Context: an optimization exercise on an open-source flow, tuned for small area, a short achievable clock period and few clock cycles per item. The choices shown serve that exercise and are no tape-out recipe.
Only simulation tests tie the RTL to the original design; equivalence was not proved.

Setup of job 1169:
==> flow/design.v (excerpt) <==
module configurable_fir (
  input  logic        clk,
  input  logic        reset,
  input  logic        enable,
  input  logic        bypass,
  input  logic [15:0] tap_din,
  input  logic        tap_din_valid,
  output logic        tap_din_ready,
  output logic        tap_din_done,
  input  logic [15:0] din,
  input  logic        din_valid,
  output logic        din_ready,
  output logic [15:0] dout,
  output logic        dout_valid,
  input  logic        dout_ready
);
  logic rst;
  assign rst = reset | ~enable;
  logic [15:0] T  [0:15];
  logic [16:0] PS [0:7];
  logic [20:0] C;
  logic [3:0]  tap_cnt;
  logic        tap_acc;
  logic [16:0] ps_new;
  assign tap_acc = tap_din_valid & tap_din_ready & ~rst;
  assign ps_new  = {T[15][15], T[15]} + {tap_din[15], tap_din};
  always_ff @(posedge clk) begin
    if (rst) begin
      tap_cnt       <= 4'd0;
      tap_din_ready <= 1'b1;
      tap_din_done  <= 1'b0;
      C             <= 21'd1048607;
    end else if (tap_acc) begin
      tap_cnt <= tap_cnt + 4'd1;
      C       <= C + {{5{tap_din[15]}}, tap_din};
      if (tap_cnt == 4'd15) begin
        tap_din_ready <= 1'b0;
        tap_din_done  <= 1'b1;
      end
    end
  end
  always_ff @(posedge clk) begin
    if (tap_acc) begin
      for (int k = 0; k < 15; k++) T[k] <= T[k+1];
      T[15] <= tap_din;
    end
    if (tap_acc & tap_cnt[0]) begin
      for (int k = 0; k < 7; k++) PS[k] <= PS[k+1];
      PS[7] <= ps_new;
    end
  end
  logic [15:0] H [0:15];
  logic        s_acc, h_shift;
  logic        hn, l1, l2;
  logic [1:0]  age;
  logic [2:0]  cnt;
  logic [15:0] E [1:3];    
  logic        leave, dlv, ins, hn_left;
  logic [2:0]  cnt_l, cnt_n;
  logic        hn_n, l1_n, done_n, rdy_n;
  logic [1:0]  age_n;
  assign leave   = dout_valid & dout_ready;
  assign cnt_l   = cnt - {2'b0, leave};
  assign dlv     = hn & age[1] & (cnt_l != 3'd4);
  assign ins     = l2 | dlv;
  assign cnt_n   = cnt_l + {2'b0, ins};
  assign hn_left = hn & ~dlv;
  assign s_acc   = din_valid & din_ready & ~rst;
  assign h_shift = s_acc | ~tap_din_done;
  assign hn_n    = s_acc | hn_left;
  ...
Settings: LEC_CHECK=0, CAP_MARGIN=20, CORE_MARGIN=2, CORE_UTILIZATION=40, CTS_CLUSTER_DIAMETER=100, CTS_CLUSTER_SIZE=30, SETUP_SLACK_MARGIN=4.0, SLEW_MARGIN=20, SYNTH_HIERARCHICAL=1, SYNTH_MINIMUM_KEEP_SIZE=0; clock period 8.0 ns.
run.sh (not shown) runs the stock make flow with config.mk's settings and CLKGATE_MAP_FILE= SYNTH_SCRIPT=/design/flow/synth_recipe.tcl, a recipe that flattens the netlist after the stock synthesis.
Testbench counts of job 1169, summed over its fixed seeds: cycles 2,080, items 2,048.
Edits applied to the flow inputs when going from job 1169 to job 4285:
# job 1169
export LEC_CHECK = 0
export CAP_MARGIN = 20
export CORE_MARGIN = 2
export CORE_UTILIZATION = 40
export CTS_CLUSTER_DIAMETER = 100
export CTS_CLUSTER_SIZE = 30
export SETUP_SLACK_MARGIN = 4.0
export SLEW_MARGIN = 20
export SYNTH_HIERARCHICAL = 1
export SYNTH_MINIMUM_KEEP_SIZE = 0
create_clock -name core_clock -period 8.0 [get_ports {clk}]
# job 4285
export LEC_CHECK = 0
export CAP_MARGIN = 20
export CORE_MARGIN = 2
export CORE_UTILIZATION = 40
export SETUP_SLACK_MARGIN = 4.0
export SLEW_MARGIN = 20
export SYNTH_HIERARCHICAL = 1
export SYNTH_MINIMUM_KEEP_SIZE = 0
create_clock -name core_clock -period 8.0 [get_ports {clk}]
### Flow results
- Per the comparison of job 4285 with job 1169, time the final worst path needs with I/O delays and setup climbed 0.038 ns, core occupancy in the finished layout climbed 0.46 points.
- Job 4285 vs job 1169: number of non-clock buffers in the layout down by a few percent
- Setup slack | job 4285 below job 1169
- Job 4285 vs job 1169: met3 track demand over resource in global routing up
- Job 1169 vs job 4285, end point of the critical path: dout[12]$_DFFE_PP_ vs dout[0]$_DFFE_PP_
- Job 4285 vs. job 1169: aggregate global-route resource usage level, final worst-path cycle share moved up, first-iteration DRC count moved down, met2 routed wirelength level, transition time at the pin with the least slew margin moved up.

-- separate check: timing with driven ports --
The results above use ideal ports. As a check the final layouts listed here were re-extracted and re-timed, cells and wires unchanged. Step 1 assumes that a clkbuf_16 drives the clock port and a buf_2 every other input. Step 2 also shifts input and output timing later by t, the mid clock arrival at the registers, as if the neighbouring blocks saw the same clock. a / b / c = ideal ports / drivers / drivers and shift; a / b = the first two.
run | shift t [ns] | setup WS [ns] | hold WS [ns] | worst setup path at the end | worst slew at a driven data input, ns
job 1169 | 1.029 | 3.708 / 3.708 / 2.922 | 0.333 / 0.333 / 0.333 | input to register | 0.07
job 4285 | 1.036 | 3.670 / 3.670 / 2.915 | 0.283 / 0.283 / 0.283 | input to register | 0.07
After both steps setup and hold are still met in every run listed. For job 1169, which loses most, drivers alone change the setup slack by 0.000 ns; drivers and shift together by -0.786 ns.
